What follows belongs to an exercise in optimizing a design on an open flow for small area; a production flow would make more cautious choices. Only simulation tests tie the RTL to the original design; equivalence was not proved. No activity file was given, so power comes from the tool's default toggle rates. The flow treats the clock pin as an ideal source, which a real chip does not have.

File: flow/flow/run.sh
#!/bin/bash
# The standard layout with two changes:
#  - the port buffers are the smallest buffer cell (buf_1) instead of the one
#    buffer_ports picks by default;
#  - clock tree synthesis inserts no dummy loads (it is given the same
#    clustering settings as config.mk).
set -e
export BUFFER_PORTS_ARGS="-buffer_cell sky130_fd_sc_hd__buf_1"
export CTS_ARGS="-sink_clustering_enable -repair_clock_nets -sink_clustering_size 30 -sink_clustering_max_diameter 100 -dont_use_dummy_load"
bash standard.sh > standard.log 2>&1
File: flow/standard.sh
#!/bin/bash
# synth_recipe.tcl (not shown) runs the flow's synth.tcl, then flattens the netlist and writes it again
# the make line also repeats each setting of config.mk as NAME=value (left out here)
make -C /OpenROAD-flow-scripts/flow DESIGN_CONFIG=/design/flow/config.mk WORK_HOME=/design/flow/orfs CLKGATE_MAP_FILE= SYNTH_SCRIPT=/design/flow/synth_recipe.tcl "${@:-finish}"
File: flow/config.mk
export PLATFORM = sky130hd
export DESIGN_NAME = BinaryCalculatorTop
export DESIGN_NICKNAME = BinaryCalculatorTop
export VERILOG_FILES = /design/flow/design.v
export SDC_FILE = /design/flow/constraint.sdc
export NUM_CORES = 4
export LEC_CHECK = 0
export CAP_MARGIN = 20
export CORE_MARGIN = 2
export CORE_UTILIZATION = 60
export CTS_CLUSTER_DIAMETER = 100
export CTS_CLUSTER_SIZE = 30
export SLEW_MARGIN = 20
export SYNTH_HIERARCHICAL = 1
File: flow/constraint.sdc
create_clock -name core_clock -period 15.0 [get_ports {Clk}]
set_input_delay 3.0000 -clock core_clock [delete_from_list [all_inputs] [get_ports {Clk}]]
set_output_delay 3.0000 -clock core_clock [all_outputs]
set_load 0.01 [all_outputs]
File: flow/design.v
module m_alu(A, B, ALU_Sel, ALU_Out, Flag);
  input [7:0] A,B;
  input [3:0] ALU_Sel;
  output reg [7:0] ALU_Out;
  output reg [3:0] Flag;
  function automatic [8:0] add8(input [7:0] a, input [7:0] b, input cin);
    integer i;
    reg c;
    begin
      c = cin;
      for (i = 0; i < 8; i = i + 1) begin
        add8[i] = a[i] ^ b[i] ^ c;
        c = (a[i] & b[i]) | (a[i] & c) | (b[i] & c);
      end
      add8[8] = c;
    end
  endfunction
  wire       Sub = ALU_Sel[0];
  wire [8:0] Sum = add8(A, B ^ {8{Sub}}, Sub);
  wire       Less = !Sum[8];       
  wire       BZero = (B == 8'h0);
  wire [8:0] ALowZero, BLowZero;    
  genvar z;
  generate
    for (z = 0; z <= 8; z = z + 1) begin : lz
      if (z == 0) begin : z0
        assign ALowZero[z] = 1'b1;
        assign BLowZero[z] = 1'b1;
      end else begin : zn
        assign ALowZero[z] = ALowZero[z-1] & !A[z-1];
        assign BLowZero[z] = BLowZero[z-1] & !B[z-1];
      end
    end
  endgenerate
  reg ProdZero;
  integer zi;
  always @(*) begin
    ProdZero = 1'b0;
    for (zi = 0; zi <= 8; zi = zi + 1)
      ProdZero = ProdZero | (ALowZero[zi] & BLowZero[8-zi]);
  end
  wire       Big  = (A[7:4] != 4'h0) && (B[7:4] != 4'h0);
  wire [8:0] AHighZero;    
  genvar hz;
  generate
    for (hz = 8; hz >= 0; hz = hz - 1) begin : hzc
      if (hz == 8) begin : h8
        assign AHighZero[hz] = 1'b1;
      end else begin : hn
        assign AHighZero[hz] = AHighZero[hz+1] & !A[hz];
      end
    end
  endgenerate
  wire       BSmall   = (B[7:3] == 5'd0);            
  wire       ShlZero  = !BSmall | ALowZero[4'd8 - {1'b0, B[2:0]}];
  wire       ShrZero  = !BSmall | AHighZero[B[2:0]];
  wire       ShrCarry = (B[7:4] == 4'd0) & (B[3:0] != 4'd0) & (B[3:0] <= 4'd8) & A[B[3:0] - 4'd1];
  reg [3:0] Tt;
  always @(*) begin
    case (ALU_Sel)
      4'd6:  Tt = 4'b1000;   
      4'd7:  Tt = 4'b1110;   
      4'd8:  Tt = 4'b0110;   
      4'd9:  Tt = 4'b1001;   
      4'd10: Tt = 4'b0111;   
      4'd11: Tt = 4'b0001;   
      default: Tt = 4'b0000;
    endcase
  end
  reg [7:0] Logic;
  integer m;
  always @(*)
    for (m = 0; m < 8; m = m + 1)
      Logic[m] = Tt[{A[m], B[m]}];
  always @(*) begin
    Flag = 4'h0;
    case (ALU_Sel)
      4'd0: ALU_Out = Sum[7:0];
      4'd1: begin ALU_Out = Less ? 8'h0 : Sum[7:0]; Flag[3] = Less; end
      4'd2: begin ALU_Out = 8'h0; Flag[2] = Big; end
      4'd3: begin ALU_Out = 8'h0; Flag[3] = Less | BZero; end
      4'd4: begin ALU_Out = 8'h0; Flag[1] = Sum[8]; end
      4'd5: begin ALU_Out = 8'h0; Flag[1] = ShrCarry; end
      default: ALU_Out = Logic;
    endcase
    case (ALU_Sel)
      4'd2:    Flag[0] = Big | ProdZero;
      4'd3:    Flag[0] = Less | BZero;
      4'd4:    Flag[0] = ShlZero;
      4'd5:    Flag[0] = ShrZero;
      default: Flag[0] = (ALU_Out == 8'h0);
    endcase
  end
endmodule
module MemWriteMux(
    input [31:0]  We,
    input [31:0]  NWe,    
    input [19:0]  Din,
    input [639:0] Q,
    output[639:0] D);
    genvar w;
    generate
        for (w = 0; w < 32; w = w + 1) begin : word
            assign D[w*20 +: 20] = ({20{We[w]}} & Din) | ({20{NWe[w]}} & Q[w*20 +: 20]);
        end
    endgenerate
endmodule
module MemReadMux(
    input [31:0]  Sel,
    input [671:0] Q,    
    output[20:0]  Dout);
    genvar c, g;
    generate
        for (c = 0; c < 21; c = c + 1) begin : col
            wire [10:0] GroupN;
            for (g = 0; g < 10; g = g + 1) begin : grp
                MemAoi3 aoi(.A1(Sel[3*g]),   .B1(Q[(3*g)*21 + c]),
                            .A2(Sel[3*g+1]), .B2(Q[(3*g+1)*21 + c]),
                            .A3(Sel[3*g+2]), .B3(Q[(3*g+2)*21 + c]),
                            .Y(GroupN[g]));
            end
            MemAoi2 aoi_last(.A1(Sel[30]), .B1(Q[30*21 + c]),
                             .A2(Sel[31]), .B2(Q[31*21 + c]),
                             .Y(GroupN[10]));
            MemNand11 nand_col(.A(GroupN), .Y(Dout[c]));
        end
    endgenerate
endmodule
module MemAoi3(input A1, input B1, input A2, input B2, input A3, input B3, output Y);
    assign Y = !((A1 & B1) | (A2 & B2) | (A3 & B3));
endmodule
module MemAoi2(input A1, input B1, input A2, input B2, output Y);
    assign Y = !((A1 & B1) | (A2 & B2));
endmodule
module MemNand11(input [10:0] A, output Y);
    assign Y = !(&A);
endmodule
module BinaryCalculatorTop(
    input Clk,
    input Reset,
    input ConfigDiv,
    input[31:0] Din,
    input ValidCmd,
    input InputKey,
    input RWMem,
    input[7:0] Addr,
    input[3:0] Sel,
    input[7:0] InA,
    input[7:0] InB,
    output CalcActive,
    output CalcMode,
    output CalcBusy,
    output DoutValid,
    output DataOut,
    output ClkTx);
    reg KeyS0, KeyS1, KeyS2;
    wire NextS2 = KeyS1 & (!InputKey & ValidCmd & !KeyS2 & KeyS0 | KeyS2 & !KeyS0) |
                  KeyS2 & !KeyS1 & (KeyS0 | ValidCmd);
    wire NextS1 = ValidCmd & !KeyS1 &
                  (!InputKey & !KeyS2 & KeyS0 | InputKey & KeyS2 & !KeyS0) |
                  KeyS1 & !KeyS0 & (InputKey & ValidCmd | KeyS2);
    wire NextS0 = InputKey & ValidCmd & !KeyS2 & !KeyS0 |
                  KeyS2 & !KeyS1 & (KeyS0 | !InputKey & ValidCmd);
    always @(posedge Clk, posedge Reset) begin
        if (Reset) begin
            KeyS0 <= 1'b0; KeyS1 <= 1'b0; KeyS2 <= 1'b0;
        end else begin
            KeyS0 <= NextS0; KeyS1 <= NextS1; KeyS2 <= NextS2;
        end
    end
    wire Mode   = KeyS2 & KeyS1 & !KeyS0;
    wire Active = (KeyS2 & KeyS1 & !KeyS0) | (KeyS2 & !KeyS1 & KeyS0);
    assign CalcActive = Active;
    assign CalcMode   = Mode;
    localparam IDLE         = 3'b000;
    localparam READ_MEMORY  = 3'b001;
    localparam SAMPLE_DATA  = 3'b010;
    localparam TRANFER_DATA = 3'b011;
    localparam WRITE_MEMORY = 3'b100;
    reg [2:0] State;
    reg [2:0] NextState;
    wire      RW = RWMem & Active;
    wire      TransferDone;
    always @(*) begin
        case (State)
            IDLE:
                if (ValidCmd && !RW && Active && Mode && !TransferDone)
                    NextState = READ_MEMORY;
                else if (ValidCmd && RW && Active && Mode)
                    NextState = WRITE_MEMORY;
                else if (ValidCmd && Active && !Mode && !TransferDone)
                    NextState = SAMPLE_DATA;
                else
                    NextState = IDLE;
            READ_MEMORY:
                NextState = (Active && Mode && !TransferDone) ? SAMPLE_DATA : IDLE;
            WRITE_MEMORY:
                NextState = (ValidCmd && RW && Active && Mode) ? WRITE_MEMORY : IDLE;
            SAMPLE_DATA:
                NextState = (Active && !TransferDone) ? TRANFER_DATA : SAMPLE_DATA;
            TRANFER_DATA:
                NextState = (Active && !TransferDone) ? TRANFER_DATA : IDLE;
            default: NextState = IDLE;
        endcase
    end
    always @(posedge Clk, posedge Reset) begin
        if (Reset) State <= IDLE;
        else       State <= NextState;
    end
    wire StReadMem  = (State == READ_MEMORY);
    wire StWriteMem = (State == WRITE_MEMORY);
    wire StSample   = (State == SAMPLE_DATA);
    wire StTransfer = (State == TRANFER_DATA);
    assign CalcBusy = (State != IDLE);
    reg [639:0] Bank;
    reg [31:0]  Valid;
    reg [4:0]   ReadAddr;
    wire        TxBusy;
    wire        MemWe = StWriteMem | (StSample & !Mode & !TxBusy);
    wire [4:0]  WAddr = Addr[4:0] & {5{Mode}};
    wire [31:0] WordWe;
    wire [31:0] WordRd;
    wire [639:0] BankNext;
    wire [671:0] ReadQ;
    wire [20:0]  ReadWord;
    genvar w;
    generate
        for (w = 0; w < 32; w = w + 1) begin : words
            assign WordWe[w] = MemWe & (WAddr == w);
            assign WordRd[w] = (ReadAddr == w);
            assign ReadQ[w*21 +: 21] = {Valid[w], Bank[w*20 +: 20]};
        end
    endgenerate
    MemWriteMux MemWriteMux_inst(.We(WordWe), .NWe(~WordWe), .Din({Sel, InB, InA}),
                                 .Q(Bank), .D(BankNext));
    MemReadMux  MemReadMux_inst(.Sel(WordRd), .Q(ReadQ), .Dout(ReadWord));
    always @(posedge Clk) begin
        Bank <= BankNext;
    end
    always @(posedge Clk, posedge Reset) begin
        if (Reset) begin
            Valid    <= 32'b0;
            ReadAddr <= 5'b0;
        end else begin
            Valid <= Valid | WordWe;
            if (StReadMem) ReadAddr <= Addr[4:0];
        end
    end
    wire [7:0] AluOut;
    wire [3:0] AluFlags;
    m_alu Alu_inst(.A(ReadWord[7:0]), .B(ReadWord[15:8]), .ALU_Sel(ReadWord[19:16]),
                   .ALU_Out(AluOut), .Flag(AluFlags));
    wire [7:0] OpA   = ReadWord[7:0];
    wire [7:0] OpB   = ReadWord[15:8];
    wire [3:0] OpSel = ReadWord[19:16];
    reg  [7:0]  AluRes;
    reg  [7:0]  MdRem;
    reg  [3:0]  MdStep;      
    wire        MdStart = StSample | StReadMem;
    wire        MdOp    = (OpSel[3:1] == 3'b001) | (OpSel[3:1] == 3'b010);
    wire        MdDiv   = OpSel[0];
    wire        MdShift = OpSel[2];
    wire [7:0]  ShiftPow = {8{OpB[7:3] == 5'd0}} & (8'd1 << OpB[2:0]);
    wire [7:0]  MdB     = MdShift ? ShiftPow : OpB;
    wire        MdRun   = !MdStep[3];
    wire [2:0]  MdBit   = ~MdStep[2:0];             
    wire        ABit    = OpA[MdBit];
    wire        BBit    = MdB[MdBit];
    wire [7:0]  MdX     = MdDiv ? {MdRem[6:0], ABit} : {AluRes[6:0], 1'b0};
    wire [7:0]  MdY     = MdDiv ? ~MdB : (OpA & {8{BBit}});
    wire [8:0]  MdSum   = {1'b0, MdX} + {1'b0, MdY} + {8'd0, MdDiv};
    wire        QBit    = MdRem[7] | MdSum[8];
    wire        MdKill  = MdShift ? (MdDiv & (OpB[7:3] != 5'd0)) :
                          MdDiv   ? (OpB == 8'd0) : ((OpA[7:4] != 4'd0) & (OpB[7:4] != 4'd0));
    always @(posedge Clk) begin
        if (MdStart) begin
            MdStep <= 4'd0;
            MdRem  <= 8'd0;
            AluRes <= 8'd0;
        end else begin
            if (MdRun) MdStep <= MdStep + 1'b1;
            if (MdRun) MdRem  <= QBit ? MdSum[7:0] : MdX;
            if (!MdOp)
                AluRes <= AluOut;
            else if (MdRun)
                AluRes <= MdDiv ? {AluRes[6:0], QBit} : MdSum[7:0];
        end
    end
    wire [7:0] ResultOut = AluRes & {8{!(MdOp & MdKill)}};
    wire [31:0] TxWord = {AluFlags, ReadWord[19:16], ResultOut, ReadWord[15:0]};
    reg [30:0] Half;
    reg        Odd;
    reg        Configured;
    reg [30:0] Count;
    reg        High;
    reg        Extra;
    wire       Load     = ConfigDiv & !Active;
    wire [30:0] HalfNext;
    wire [30:0] CountNext;
    wire       Reload;
    wire [30:0] CountDec;
    genvar hb;
    generate
        for (hb = 0; hb < 31; hb = hb + 1) begin : divmux
            Sel2 half_mux(.S(Load), .SN(!Load & Configured), .A(Din[hb+1]), .B(Half[hb]), .Y(HalfNext[hb]));
            Sel2 count_mux(.S(Reload), .SN(!Reload), .A(HalfNext[hb]), .B(CountDec[hb]), .Y(CountNext[hb]));
        end
    endgenerate
    wire       Upper0   = (Count[30:1] == 30'd0);
    wire       IsOne    = Upper0 & Count[0];
    wire       IsZero   = Upper0 & !Count[0];
    wire       HoldOne  = !High & Extra;
    assign     Reload   = !Active | IsZero | (IsOne & !HoldOne);
    assign     CountDec = Count - {30'd0, !(IsOne & HoldOne)};
    wire       TxTick   = Active & (IsZero | (!High & IsOne & !Extra));
    assign ClkTx = Active & (IsZero | High);
    always @(posedge Clk) begin
        Half <= HalfNext;
    end
    always @(posedge Clk, posedge Reset) begin
        if (Reset) begin
            Configured <= 1'b0;
            Odd        <= 1'b1;
        end else if (Load) begin
            Configured <= 1'b1;
            Odd        <= Din[0];
        end
    end
    always @(posedge Clk) begin
        Count <= CountNext;
        if (!Active) begin
            High <= 1'b1;
        end else if (IsOne) begin
            if (High) begin
                High  <= 1'b0;
                Extra <= Odd;
            end else if (Extra) begin
                Extra <= 1'b0;
            end else begin
                High  <= 1'b1;
            end
        end
    end
    reg       TransferData;
    reg       InProgress;
    reg       TxDone;
    reg [4:0] CountBits;
    assign TxBusy       = InProgress;
    assign TransferDone = TxDone;
    assign DoutValid    = InProgress;
    assign DataOut      = InProgress & ReadWord[20] & TxWord[CountBits];
    always @(posedge Clk, posedge Reset) begin
        if (Reset) begin
            TransferData <= 1'b0;
            TxDone       <= 1'b0;
            CountBits    <= 5'd31;
            InProgress   <= 1'b0;
        end else begin
            TxDone <= 1'b0;
            if (StTransfer && !InProgress && !TransferData && !TxDone)
                TransferData <= 1'b1;
            if (TxTick) begin
                if (TransferData && !InProgress) begin
                    InProgress <= 1'b1;
                end else if (InProgress && CountBits != 5'd0) begin
                    CountBits <= CountBits - 1'b1;
                end else if (InProgress) begin
                    InProgress   <= 1'b0;
                    CountBits    <= 5'd31;
                    TransferData <= 1'b0;
                    TxDone       <= 1'b1;
                end
            end
        end
    end
endmodule
module Sel2(input S, input SN, input A, input B, output Y);
    assign Y = (S & A) | (SN & B);
endmodule
==> results.toml, run 1 <==
[status]
outcome = "complete, no violations"

[logic_synthesis]
yosysTopAreaCell = "dfxtp_1"
postSynthAreaPerCell_sq_um = 11.2
synth_common_cells = "dfxtp_1 (723), a22o_1 (700), a222oi_1 (210), buf_2 (131), nor2_1 (99)"
syn_inst = 2779
synth_most_common_cell = "dfxtp_1"
synth_nets = 2867
synth_async_sr_flop_share_pct = 6.82
netlist_top_cells_area = "dfxtp_1 (46%), a22o_1 (20%), a222oi_1 (6.7%)"
synth_edf_count = 1
ys_types = 86
yosysWarnings = 8
synth_top_area_share_pct = 46.4
ys_ff_latch = 777
ys.flop_type = "dfxtp_1"
syn_area_sq_um = 31200
yosysSeqAreaShare_pct = 50.8

[run]
cap_violations = 0

[worst_setup_path]
arrival_ps = 9670
setup.worst_path.start = "ReadAddr[1]"
worst-r2r-setup-slack_ps = 7390
critPathMaxStageDelay_ps = 830
ff2ff_path_depth = 20
critPathMaxFanout = 21
cp_slowest_cell = "a222oi_1"
worstReg2RegEnd = "AluRes[5]"
crit_required_ps = 12000
critPathCaptureType = "output port"
start_kind = "flop"
cp_common_cell = "fa_1"
reg2reg_from = "ReadAddr[1]"
path_class = "reg2out"

[floorplan]
die_w_um = 232
core_area_sq_um = 51400
dieArea_sq_um = 53800
boundaryPins = 72
start_util_pct = 60.7
rows = 83
die_y_um = 232

[global_route]
grt_max_degree = 65
overflow = 0
grtUsageTotal_pct = 34.9
grt_pass1_wl_mm = 146
antenna_found_initial = 6
grt_pass1_vias = 23300

[clock_tree]
cts_max_level = 1
clk_latency_ps = 650
postCtsHoldBufs = 0
numCtsBuffers = 31
post_cts_buffers = 0
clock_sinks = 777
clockBufferDepth = 3
cts_tree = "built"
cts_resized = 0
path_clk_slew_ps = 110
cts-root-buf = "clkbuf_16"

[pwr]
p_leak_nw = 12.4
p_comb_share_pct = 15.3
pwr-share-clk_pct = 27.0
power_density_nw_per_um2 = 115
p_int_mw = 2.68
power_switching_mw = 1.01
worst_ir_drop_vdd_mv = 0.0982
p_sw_share_pct = 27.3
power_frac_seq_pct = 57.7

[place]
dp_hpwl_mm = 60.2
io_buffers = 68
place_congestion = 0.934
dpl_cell_area_sq_um = 31300

[finish]
multiInputGateArea_sq_um = 13600
drive_gt1_share_pct = 7.63
regArea_sq_um = 15800
fillers = 4184
fin_nets = 2790
syn_to_final_growth_pct = 2.75
fin_area_sq_um = 32100

[drt]
routed_via_density = 7.35
drtIter0Drc = 4035
wl_mm = 96.9
firstDrtPassIters = 10
ant_nets = 0
wl_per_cell_um = 28.7
drc_errors = 0
vias = 24900

[timing]
rsz0062_at_grt = "false"
hold_violations = 0
finalCritPeriodShare_pct = 84.5
drv_slew = 0
clock.fmax_ghz = 0.0789
period_minus_slack_ps = 12670
whs_ps = 454
setup_viol = 0
tightest_slew_ps = 1170
finClkSkew_ps = 42.8
fin_setup_tns_ps = 0
max_slew_margin_pct = 22.0

[worst_hold_path]
whs_endpoint = "State[0]"
holdCritPathClass = "reg2reg"
min_from = "TxDone"
min_path_cells = 1
worst max-delay path: cells and delay by family (launching register included):
kind	cells	cell delay, ps
flip-flops	1	400
buffers and inverters	3	450
XOR/XNOR	1	320
AND/OR/NAND/NOR	9	2880
multiplexers	1	80
adder cells (fa/ha/maj)	7	2870
AO/OA/AOI/OAI	6	2030
worst max-delay path by stage:
stage,to,slack [ps],cells after the start
final,DataOut,2330,27
after global routing,DataOut,2040,28
after CTS,DataOut,2540,28
after detailed placement,DataOut,3220,28
after global placement,DataOut,3250,28
after floorplan,DataOut,3420,30
power by group through the flow:
stage          logic [mW]  clock network [mW]  registers [mW]
2_1_floorplan       0.425                   0            2.16
3_3_place_gp        0.536                   0            2.17
3_5_place_dp        0.550                   0            2.17
4_1_cts             0.552                1.00            2.13
5_1_grt             0.611                1.07            2.13
6_report            0.564               0.997            2.13
area by class of cell:
class                      instances  area share (%)
sequential                       777            49.4
antenna                            1         0.00781
tap                              680            2.65
inverter                          62           0.726
multi-input combinational       1698            42.4
timing repair buffer             132            2.37
clock buffer                      31            2.42
Yosys stat by module, one instance, submodules excluded, a selection:
| module | times used | area (sq um) | flops+latches |
|---|---|---|---|
| MemAoi3 | 210 | 10.0 | 0 |
| BinaryCalculatorTop | 1 | 19600 | 777 |
| MemWriteMux | 1 | 6920 | 0 |
| MemNand11 | 21 | 23.8 | 0 |
| Sel2 | 62 | 8.76 | 0 |
| MemAoi2 | 21 | 12.5 | 0 |
| m_alu | 1 | 1270 | 0 |
stage by stage:
stage	setup slack, ps	util [%]	total power [mW]	std cells
3_5_place_dp	3220	60.8	2.73	3349
4_1_cts	2540	62.4	3.69	3380
5_1_grt	2040	62.4	3.82	3381
3_3_place_gp	3250	60.8	2.71	3349
6_report	2330	62.4	3.69	3381
2_1_floorplan	3420	-	2.59	2779
placed cells by master, fill, tap and decap left out, types with 10 or more instances in the layout:
master	netlist	final
dfxtp_1	723	723
a22o_1	700	700
a222oi_1	210	210
nand2_1	98	98
nor2_1	99	97
buf_4	1	64
inv_1	60	59
buf_1	6	48
dfrtp_1	47	47
nand4_1	46	46
a21oi_1	43	43
nand2b_1	39	39
xor2_1	35	35
o21ai_0	34	34
or3_1	33	32
clkbuf_16	0	31
nor3_1	31	30
nand3_1	30	30
a22oi_2	21	21
clkbuf_2	0	20
nor4_1	19	19
mux2i_1	17	17
mux2_2	16	16
xnor2_1	15	15
or2_2	13	13
ha_1	13	13
nand3b_1	10	10
nor2b_1	10	10
routing by layer:
layer  vias to the layer above  GRT usage (%)  routed length, um
met3                       197           6.80              10400
met1                     12400           49.6              39800
met2                      1398           52.3              42500
met4                         8           13.9               4110
met5                         -              0                 54
li1                      10900              -                  -
state kept, by name, indices dropped and copies added, names as in the netlist, 3 cells and up:
register   flops
State          3
Half          31
ReadAddr       5
Valid         32
CountBits      5
Count         31
Bank         640
MdStep         4
MdRem          8
AluRes         8
cell families after synthesis:
logic type               synth area share, %
adder cells (fa/ha/maj)                 1.13
AND/OR/NAND/NOR                         7.89
multiplexers                            1.77
AO/OA/AOI/OAI                           31.3
buffers and inverters                   5.73
flip-flops                              50.8
XOR/XNOR                                1.40
==> run 2: changes to the inputs <==
--- a/flow/design.v
+++ b/flow/design.v
@@ -237,12 +237,13 @@
     always @(posedge Clk) begin
         Bank <= BankNext;
     end
+    always @(posedge Clk) begin
+        Valid <= {32{Active}} & (Valid | WordWe);
+    end
     always @(posedge Clk, posedge Reset) begin
         if (Reset) begin
-            Valid    <= 32'b0;
             ReadAddr <= 5'b0;
         end else begin
-            Valid <= Valid | WordWe;
             if (StReadMem) ReadAddr <= Addr[4:0];
         end
     end
==> run 2 against run 1 <==
Against the previous run:
- sequential power barely moved
- routed wire length grew 1.2%
- die area down 0.46%
- register-to-register slack worse by 260 ps
- critical path type unchanged
==> results.toml, run 2 <==
[pwr]
power_density_nw_per_um2 = 116
pwr-share-clk_pct = 26.7
worst_ir_drop_vdd_mv = 0.0921
p_leak_nw = 12.1
power_frac_seq_pct = 58.1
power_switching_mw = 1.01
p_sw_share_pct = 27.4
p_comb_share_pct = 15.3
p_int_mw = 2.68

[finish]
largest_reg_flops = 640
syn_to_final_growth_pct = 2.86
antennaDiodeCount = 0
top_register = "Bank"
most-common-layout-cells = "dfxtp_1 (755), a22o_1 (700), a222oi_1 (210), nor2_1 (98), nand2_1 (85)"
fin_nets = 2792
final_common_cell = "dfxtp_1"
drive_gt1_share_pct = 7.62
reg_top3 = "Bank x640, Valid x32"

[global_route]
overflow = 0
grtUsageTotal_pct = 35.4
grt_max_degree = 60
grt_pass1_wl_mm = 147
grt_pass1_vias = 23300
antenna_found_initial = 1

[timing]
hold_violations = 0
rsz0062_at_grt = "false"
drv_slew = 0
tightest_slew_ps = 1090
fin_setup_tns_ps = 0
setup_viol = 0
finClkSkew_ps = 90.6
fin_ws_ps = 2780
clock.fmax_ghz = 0.0818
period_minus_slack_ps = 12220
finalCritPeriodShare_pct = 81.5
whs_ps = 476
max_slew_margin_pct = 27.0

[clock_tree]
postCtsHoldBufs = 0
path_clk_slew_ps = 110
cts_tree = "built"
numCtsBuffers = 30
post_cts_buffers = 0
clock_sinks = 777
cts_resized = 0
cts_max_level = 1
clk_latency_ps = 660
clockBufferDepth = 3
cts-root-buf = "clkbuf_16"

[drt]
firstDrtPassIters = 9
vias = 25100
ant_nets = 0
wl_mm = 98.0
routed_via_density = 7.42
wl_per_cell_um = 29.0
drtIter0Drc = 4443
drc_errors = 0

[place]
dp_hpwl_mm = 61.6
place_congestion = 0.911
pre_cts_ws_ps = 3580
io_buffers = 68

[worst_setup_path]
path_delay_family = "adder cells"
arrival_ps = 9220
critPathMaxFanout = 59
critPathCaptureType = "output port"
path_class = "reg2out"
start_kind = "flop"
cp_common_cell = "fa_1"
critPathMaxStageDelay_ps = 640
crit_buf_inv = 4
crit_required_ps = 12000
cp_slowest_cell = "a222oi_1"

[floorplan]
boundaryPins = 72
core_area_sq_um = 51200
dieArea_sq_um = 53600
die_y_um = 232
die_w_um = 232
start_util_pct = 60.7
rows = 83

[logic_synthesis]
ys.flop_type = "dfxtp_1"
synth_top_area_share_pct = 48.7
ys_types = 83
synth_edf_count = 1
syn_area_sq_um = 31100
yosysWarnings = 8
ys_ff_latch = 777
netlist_top_cells_area = "dfxtp_1 (49%), a22o_1 (20%), a222oi_1 (6.8%)"
postSynthAreaPerCell_sq_um = 11.2
synth_common_cells = "dfxtp_1 (755), a22o_1 (700), a222oi_1 (210), buf_2 (130), nor2_1 (100)"
yosysSeqAreaShare_pct = 50.5
yosysTopAreaCell = "dfxtp_1"
syn_inst = 2777
synth_most_common_cell = "dfxtp_1"
synth_nets = 2865
synth_async_sr_flop_share_pct = 2.70

[status]
outcome = "complete, no violations"

[run]
cap_violations = 0

[worst_hold_path]
holdCritPathClass = "reg2reg"
run 2: cells by family (layout without fill, tap and decap cells):
logic type               Yosys count  count (layout)  share of synthesized area, %
AO/OA/AOI/OAI                   1134            1134                          31.8
XOR/XNOR                          48              48                          1.35
adder cells (fa/ha/maj)           23              23                          1.14
buffers and inverters            311             236                          5.82
flip-flops                       777             777                          50.5
multiplexers                      40              40                          1.87
AND/OR/NAND/NOR                  444             444                          7.54
run 2: worst register-to-register path: stages, from the launching register on:
cell,delay (ps)
dfrtp_1,410
nand2b_1,440
nor2_1,100
buf_4,240
a222oi_1,850
nand4_1,410
or3_1,710
nor3_1,960
nand2_1,160
o32ai_1,490
a31oi_1,150
nand4_1,310
a31oi_1,200
fa_1,460
inv_1,90
fa_1,200
a21o_1,120
a21oi_1,100
o21ai_1,800
mux2i_1,260
o21ai_0,100
and2_1,190
run 2: worst paths after layout:
| kind | startpoint | to | slack (ps) | cells after the start |
|---|---|---|---|---|
| setup / recovery | ReadAddr[1] | DataOut | 2780 | 27 |
| hold / removal | Valid[19] | Valid[19] | 480 | 1 |
| setup reg to reg | ReadAddr[1] | MdRem[2] | 7130 | 21 |
| hold reg to reg | Valid[19] | Valid[19] | 480 | 1 |
| max in group asynchronous | Reset | TxDone | 11890 | 2 |
| min in group asynchronous | Reset | ReadAddr[4] | 2510 | 2 |
run 2: power groups by stage:
| stage | Sequential [mW] | Combinational [mW] | Clock (mW) |
|---|---|---|---|
| after floorplan | 2.18 | 0.415 | 0 |
| after global placement | 2.19 | 0.530 | 0 |
| after detailed placement | 2.19 | 0.544 | 0 |
| after CTS | 2.14 | 0.546 | 0.987 |
| after global routing | 2.15 | 0.605 | 1.05 |
| final | 2.14 | 0.563 | 0.984 |
run 2: cell type report:
type	count	area (sq um)
Fill cell	4170	19300
Sequential cell	777	15700
Multi-Input combinational cell	1689	13600
Tap cell	680	851
Timing Repair Buffer	138	826
Clock buffer	30	751
Inverter	68	255
run 2: per-layer routing:
| metal | wire length (um) | GRT usage [%] |
|---|---|---|
| met1 | 41800 | 52.3 |
| met2 | 42800 | 53.4 |
| met3 | 10000 | 5.38 |
| met4 | 3300 | 10.8 |
| met5 | 12 | 0 |
run 2: per-stage QoR:
step / utilization [%] / power, mW / instances / instance area [sq um]
4_1_cts: 62.3 / 3.67 / 3381 / 31900
3_3_place_gp: 60.9 / 2.71 / 3351 / 31200
6_report: 62.4 / 3.69 / 3382 / 31900
5_1_grt: 62.4 / 3.80 / 3382 / 31900
2_1_floorplan: - / 2.59 / 2777 / 31100
3_5_place_dp: 60.9 / 2.73 / 3351 / 31200
run 2: per-module statistics from Yosys (local to each module, per instance), excerpt:
| module | cells inside | flops+latches | area, sq um | times used |
|---|---|---|---|---|
| BinaryCalculatorTop | 1378 | 777 | 19400 | 1 |
| MemWriteMux | 828 | 0 | 6920 | 1 |
| m_alu | 194 | 0 | 1300 | 1 |
| MemNand11 | 4 | 0 | 23.8 | 21 |
| MemAoi2 | 1 | 0 | 12.5 | 21 |
| MemAoi3 | 1 | 0 | 10.0 | 210 |
| Sel2 | 1 | 0 | 8.76 | 62 |
==> run 3: changes to the inputs <==
--- a/flow/flow/run.sh
+++ b/flow/flow/run.sh
@@ -6,5 +6,5 @@
 #    clustering settings as config.mk).
 set -e
 export BUFFER_PORTS_ARGS="-buffer_cell sky130_fd_sc_hd__buf_1"
-export CTS_ARGS="-sink_clustering_enable -repair_clock_nets -sink_clustering_size 30 -sink_clustering_max_diameter 100 -dont_use_dummy_load"
+export CTS_ARGS="-sink_clustering_enable -repair_clock_nets -sink_clustering_size 26 -sink_clustering_max_diameter 80 -dont_use_dummy_load"
 bash standard.sh > standard.log 2>&1
--- a/flow/config.mk
+++ b/flow/config.mk
@@ -8,7 +8,7 @@
 export CAP_MARGIN = 20
 export CORE_MARGIN = 2
 export CORE_UTILIZATION = 60
-export CTS_CLUSTER_DIAMETER = 100
-export CTS_CLUSTER_SIZE = 30
+export CTS_CLUSTER_DIAMETER = 80
+export CTS_CLUSTER_SIZE = 26
 export SLEW_MARGIN = 20
 export SYNTH_HIERARCHICAL = 1
==> run 3 against run 2 <==
Against the previous run:
- critical endpoint unchanged
- synthesized cell count is the same
- fmax rose by 0.43%
- largest cell class unchanged
- count of clock-buffer cells in the layout rose by 6
- critical path type unchanged
- clock skew fell by 34 ps
==> results.toml, run 3 <==
[status]
outcome = "complete, no violations"

[clock_tree]
postCtsHoldBufs = 0
path_clk_slew_ps = 100
clockBufferDepth = 3
cts-root-buf = "clkbuf_16"
clock_sinks = 777
numCtsBuffers = 36
clk_latency_ps = 610
post_cts_buffers = 0
cts_resized = 0
cts_tree = "built"
cts_max_level = 2

[timing]
finalCritPeriodShare_pct = 81.1
drv_slew = 0
period_minus_slack_ps = 12170
clock.fmax_ghz = 0.0822
fin_setup_tns_ps = 0
rsz0062_at_grt = "false"
fin_ws_ps = 2830
tightest_slew_ps = 1090
max_slew_margin_pct = 27.1
hold_violations = 0
setup_viol = 0
finClkSkew_ps = 57.0

[worst_setup_path]
arrival_ps = 9170
worst-r2r-setup-slack_ps = 7240
critPathMaxStageDelay_ps = 700
crit_required_ps = 12000
critPathCaptureType = "output port"
cp_slowest_cell = "or3_1"
worstReg2RegEnd = "MdRem[2]"
cp_common_cell = "fa_1"
reg2reg_from = "ReadAddr[0]"
critPathMaxFanout = 21
start_kind = "flop"
ff2ff_path_depth = 21
path_class = "reg2out"

[global_route]
grt_pass1_vias = 23500
overflow = 0
grt_pass1_wl_mm = 148
grt_max_degree = 60
grtUsageTotal_pct = 35.7
antenna_found_initial = 3

[worst_hold_path]
whs_endpoint = "Valid[19]"
holdCritPathClass = "reg2reg"
min_path_cells = 1
min_from = "Valid[19]"

[finish]
most-common-layout-cells = "dfxtp_1 (755), a22o_1 (700), a222oi_1 (210), nor2_1 (98), nand2_1 (85)"
final_common_cell = "dfxtp_1"
top_register = "Bank"
fin_area_sq_um = 32100
largest_reg_flops = 640
drive_gt1_share_pct = 7.79
fin_util_pct = 62.6
fin_nets = 2797
syn_to_final_growth_pct = 3.27
reg_top3 = "Bank x640, Valid x32"

[logic_synthesis]
syn_inst = 2777
synth_nets = 2865
ys.flop_type = "dfxtp_1"
ys_ff_latch = 777
synth_most_common_cell = "dfxtp_1"
synth_common_cells = "dfxtp_1 (755), a22o_1 (700), a222oi_1 (210), buf_2 (130), nor2_1 (100)"
yosysWarnings = 8
synth_top_area_share_pct = 48.7
postSynthAreaPerCell_sq_um = 11.2
yosysTopAreaCell = "dfxtp_1"
syn_area_sq_um = 31100
synth_async_sr_flop_share_pct = 2.70
ys_types = 83
yosysSeqAreaShare_pct = 50.5
netlist_top_cells_area = "dfxtp_1 (49%), a22o_1 (20%), a222oi_1 (6.8%)"
synth_edf_count = 1

[pwr]
p_comb_share_pct = 14.9
power_switching_mw = 1.03
power_frac_seq_pct = 56.7
p_int_mw = 2.75
p_leak_nw = 12.1
pwr-share-clk_pct = 28.4
total_power_mw = 3.78
worst_ir_drop_vdd_mv = 0.0871
p_sw_share_pct = 27.2
power_density_nw_per_um2 = 118

[floorplan]
dieArea_sq_um = 53600
rows = 83
boundaryPins = 72
core_area_sq_um = 51200
die_w_um = 232
die_y_um = 232
start_util_pct = 60.7

[place]
place_congestion = 0.911
dp_hpwl_mm = 61.6
dpl_cell_area_sq_um = 31200
io_buffers = 68
pre_cts_ws_ps = 3580

[run]
cap_violations = 0

[drt]
wl_per_cell_um = 28.9
vias = 25200
routed_via_density = 7.43
ant_nets = 0
wl_mm = 98.0
drc_errors = 0
firstDrtPassIters = 9
drtIter0Drc = 4317
## run 3: how the worst max path moves through the flow
stage / from / to / slack, ps / cells past startpoint
3_3_place_gp: ReadAddr[0] / DataOut / 3560 / 27
3_5_place_dp: ReadAddr[0] / DataOut / 3580 / 27
4_1_cts: ReadAddr[0] / DataOut / 2890 / 27
2_1_floorplan: ReadAddr[0] / DataOut / 3830 / 28
5_1_grt: ReadAddr[0] / DataOut / 2480 / 27
6_report: ReadAddr[0] / DataOut / 2830 / 26
## run 3: cell type report
class,count,area [sq um]
antenna,1,2.50
clock buffer,36,901
fill,4154,19100
inverter,68,255
multi-input combinational,1689,13600
sequential,777,15700
tap,680,851
timing repair buffer,137,798
## run 3: cell families after synthesis
| logic type | Yosys count | synth area share (%) |
|---|---|---|
| xor+xnor | 48 | 1.35 |
| mux | 40 | 1.87 |
| compound gates | 1134 | 31.8 |
| flops | 777 | 50.5 |
| simple gates | 444 | 7.54 |
| buf+inv | 311 | 5.82 |
| fa+ha+maj | 23 | 1.14 |
## run 3: power groups by stage
stage | registers (mW) | clock network [mW] | logic [mW]
floorplan | 2.18 | 0 | 0.415
global placement | 2.19 | 0 | 0.530
detailed placement | 2.19 | 0 | 0.544
CTS | 2.14 | 1.08 | 0.546
global route | 2.15 | 1.14 | 0.604
finish | 2.14 | 1.07 | 0.561
## run 3: per-stage QoR
stage               hold slack, ps  std cells
floorplan                      425       2777
CTS                            472       3387
detailed placement             446       3351
global placement               443       3351
finish                         474       3388
global route                   491       3387
## run 3: metal layers
| metal | GRT usage [%] | routed length [um] | vias up |
|---|---|---|---|
| li1 | - | - | 10900 |
| met1 | 51.6 | 41500 | 12600 |
| met2 | 53.4 | 43000 | 1447 |
| met3 | 6.45 | 10100 | 181 |
| met4 | 12.7 | 3380 | 4 |
| met5 | 0 | 25 | - |
## run 3: per-module statistics from Yosys, one instance, submodules excluded, a selection
module	area, sq um	flops+latches
MemAoi2	12.5	0
MemAoi3	10.0	0
BinaryCalculatorTop	19400	777
MemWriteMux	6920	0
Sel2	8.76	0
MemNand11	23.8	0
m_alu	1300	0
## run 3: critical path, delay by kind of cell, from the launching register on
kind                     cells  cell delay (ps)
adder cells (fa/ha/maj)      7             2790
AND/OR/NAND/NOR              9             2570
multiplexers                 3              880
buffers and inverters        3              500
flip-flops                   1              410
AO/OA/AOI/OAI                4             1390
==> run 4: changes to the inputs <==
--- a/flow/design.v
+++ b/flow/design.v
@@ -237,13 +237,12 @@
     always @(posedge Clk) begin
         Bank <= BankNext;
     end
-    always @(posedge Clk) begin
-        Valid <= {32{Active}} & (Valid | WordWe);
-    end
     always @(posedge Clk, posedge Reset) begin
         if (Reset) begin
+            Valid    <= 32'b0;
             ReadAddr <= 5'b0;
         end else begin
+            Valid <= Valid | WordWe;
             if (StReadMem) ReadAddr <= Addr[4:0];
         end
     end
--- a/flow/flow/run.sh
+++ b/flow/flow/run.sh
@@ -6,5 +6,5 @@
 #    clustering settings as config.mk).
 set -e
 export BUFFER_PORTS_ARGS="-buffer_cell sky130_fd_sc_hd__buf_1"
-export CTS_ARGS="-sink_clustering_enable -repair_clock_nets -sink_clustering_size 26 -sink_clustering_max_diameter 80 -dont_use_dummy_load"
+export CTS_ARGS="-sink_clustering_enable -repair_clock_nets -sink_clustering_size 28 -sink_clustering_max_diameter 90 -dont_use_dummy_load"
 bash standard.sh > standard.log 2>&1
--- a/flow/config.mk
+++ b/flow/config.mk
@@ -7,8 +7,8 @@
 export LEC_CHECK = 0
 export CAP_MARGIN = 20
 export CORE_MARGIN = 2
-export CORE_UTILIZATION = 60
-export CTS_CLUSTER_DIAMETER = 80
-export CTS_CLUSTER_SIZE = 26
+export CORE_UTILIZATION = 72
+export CTS_CLUSTER_DIAMETER = 90
+export CTS_CLUSTER_SIZE = 28
 export SLEW_MARGIN = 20
 export SYNTH_HIERARCHICAL = 1
==> run 4 against run 3 <==
Against the previous run:
- via count up 0.92%
- final cell count down 2.9%
- sequential power about the same
- global-route usage rose by 5.0 points
- non-clock buffer count fell by 9
- routed wire length fell by 4.6%
- clock skew rose by 11 ps
- largest cell class unchanged
- area after synthesis increased by 0.47%
==> results.toml, run 4 <==
[status]
outcome = "complete, no violations"

[clock_tree]
path_clk_slew_ps = 100
cts-root-buf = "clkbuf_16"
cts_tree = "built"
post_cts_buffers = 0
clock_sinks = 777
clockBufferDepth = 3
numCtsBuffers = 35
cts_resized = 0
postCtsHoldBufs = 0
cts_max_level = 2
clk_latency_ps = 610

[timing]
whs_ps = 454
finalCritPeriodShare_pct = 83.6
drv_slew = 0
clock.fmax_ghz = 0.0798
hold_violations = 0
max_slew_margin_pct = 27.0
rsz0062_at_grt = "false"
tightest_slew_ps = 1090
fin_setup_tns_ps = 0
period_minus_slack_ps = 12530
finClkSkew_ps = 68.2
setup_viol = 0

[worst_setup_path]
crit_required_ps = 12000
critPathMaxFanout = 22
path_delay_family = "simple AND/OR/NAND/NOR gates"
start_kind = "flop"
path_class = "reg2out"
ff2ff_path_depth = 21
crit_buf_inv = 3
cp_slowest_cell = "or3_1"
arrival_ps = 9530
cp.depth = 28
critPathCaptureType = "output port"
cp_common_cell = "fa_1"
critPathMaxStageDelay_ps = 840

[global_route]
overflow = 0
busiest_layer = "met2"
grtUsageTotal_pct = 40.7
grt_pass1_vias = 23900
antenna_found_initial = 9
grt_use_met1_pct = 55.8
grt_util_met3_pct = 8.91
grt_pass1_wl_mm = 142
use_met2_pct = 61.2
grt_max_degree = 65

[drt]
ant_nets = 0
drtIter0Drc = 4205
drc_errors = 0
routed_via_density = 7.72
firstDrtPassIters = 9
wl_per_cell_um = 28.4
vias = 25400
wl_mm = 93.5

[run]
cap_violations = 0

[pwr]
worst_ir_drop_vdd_mv = 0.108
p_leak_nw = 12.5
power_density_nw_per_um2 = 117

[finish]
drive_gt1_share_pct = 7.67
most-common-layout-cells = "dfxtp_1 (723), a22o_1 (700), a222oi_1 (210), nand2_1 (98), nor2_1 (97)"
syn_to_final_growth_pct = 2.66
top_register = "Bank"
instances_no_fill = 3289
fin_nets = 2790
fin_area_sq_um = 32000
reg_top3 = "Bank x640, Valid x32"
final_common_cell = "dfxtp_1"
largest_reg_flops = 640

[floorplan]
start_util_pct = 72.8
die_y_um = 212
dieArea_sq_um = 45000
die_w_um = 212
core_area_sq_um = 42900
boundaryPins = 72
rows = 76

[logic_synthesis]
netlist_top_cells_area = "dfxtp_1 (46%), a22o_1 (20%), a222oi_1 (6.7%)"
postSynthAreaPerCell_sq_um = 11.2
synth_common_cells = "dfxtp_1 (723), a22o_1 (700), a222oi_1 (210), buf_2 (131), nor2_1 (99)"
syn_area_sq_um = 31200
ys.flop_type = "dfxtp_1"
ys_ff_latch = 777
yosysTopAreaCell = "dfxtp_1"
syn_inst = 2779
synth_edf_count = 1
synth_async_sr_flop_share_pct = 6.82
synth_top_area_share_pct = 46.4
synth_nets = 2867
yosysWarnings = 8
yosysSeqAreaShare_pct = 50.8
ys_types = 86
synth_most_common_cell = "dfxtp_1"

[place]
dpl_cell_area_sq_um = 31100
io_buffers = 68
dp_hpwl_mm = 58.2
numPlacedInstances = 3250
place_congestion = 0.966

[worst_hold_path]
holdCritPathClass = "reg2reg"
min_path_cells = 1
## run 4: final cells by class
cell class | instances | area [sq um]
Fill cell | 2997 | 10900
Timing Repair Buffer | 128 | 738
Inverter | 62 | 233
Sequential cell | 777 | 15800
Antenna cell | 4 | 10.0
Clock buffer | 35 | 876
Tap cell | 585 | 732
Multi-Input combinational cell | 1698 | 13600
## run 4: path summary, 6_finish.rpt
kind                             start   endpoint  slack, ps
max                        ReadAddr[1]    DataOut       2470
min                             TxDone   State[0]        450
max reg2reg                ReadAddr[1]  AluRes[5]       7420
min reg2reg                     TxDone   State[0]        450
max in group asynchronous        Reset   Valid[5]      11710
min in group asynchronous        Reset  Valid[30]       2640
## run 4: layer usage
metal / vias to the layer above / share of wire (%) / routed length (um)
met2: 1673 / 44 / 41000
met4: 6 / 5.1 / 4810
li1: 10900 / - / -
met5: - / 0.040 / 37
met1: 12500 / 39 / 36400
met3: 269 / 12 / 11300
## run 4: kinds of logic (layout without fill, tap and decap cells)
family | Yosys count | in the layout | synth area share (%)
compound gates | 1113 | 1113 | 31.3
fa+ha+maj | 23 | 23 | 1.13
xor+xnor | 50 | 50 | 1.40
flops | 777 | 777 | 50.8
simple gates | 470 | 470 | 7.89
buf+inv | 304 | 225 | 5.73
other cells | 0 | 4 | 0
mux | 42 | 42 | 1.77
## run 4: Yosys stat by module, one instance, submodules excluded, excerpt
module,area [sq um],cells,flip-flops and latches
MemWriteMux,6920,828,0
m_alu,1270,180,0
MemNand11,23.8,4,0
MemAoi2,12.5,1,0
Sel2,8.76,1,0
MemAoi3,10.0,1,0
BinaryCalculatorTop,19600,1394,777
## run 4: metrics by stage
step / total power, mW / util (%) / setup WS (ps)
after floorplan: 2.59 / - / 3420
after global routing: 3.86 / 74.7 / 2160
after global placement: 2.70 / 72.6 / 3260
final: 3.75 / 74.7 / 2470
after CTS: 3.73 / 74.7 / 2580
after detailed placement: 2.72 / 72.6 / 3200
## run 4: report_power, final
part           leakage (nW)  internal (mW)  total [mW]  switching, mW
Sequential             6.56           2.10        2.13         0.0295
Combinational          5.46          0.211       0.562          0.351
Clock                 0.431          0.422        1.06          0.633

==> static timing again, ports no longer ideal <==
How much do the figures lean on ideal ports? The routed layouts below were timed once more, with nothing changed but the port constraints.
Step 1: set_driving_cell puts a clkbuf_16 on Clk and a buf_2 on each other input, an assumption about the parent block.
Step 2 adds t to the input delays and takes it off the output delays; t is the mean of the earliest and latest rising clock arrival at the registers after step 1. Input paths then give back, and output paths get back, about the clock's delay inside the block.
Three values: ideal ports, drivers, drivers and shift; two values: the first two.
run	t (ns)	setup WS [ns]	clock arrival spread, ns
run 1	0.691	2.329 / 2.267 / 2.957	0.043 / 0.043
run 2	0.680	2.780 / 2.713 / 3.394	0.091 / 0.091
run 3	0.645	2.832 / 2.766 / 3.410	0.059 / 0.059
run 4	0.634	2.467 / 2.405 / 3.039	0.068 / 0.068
After both steps setup and hold are still met in every run listed.
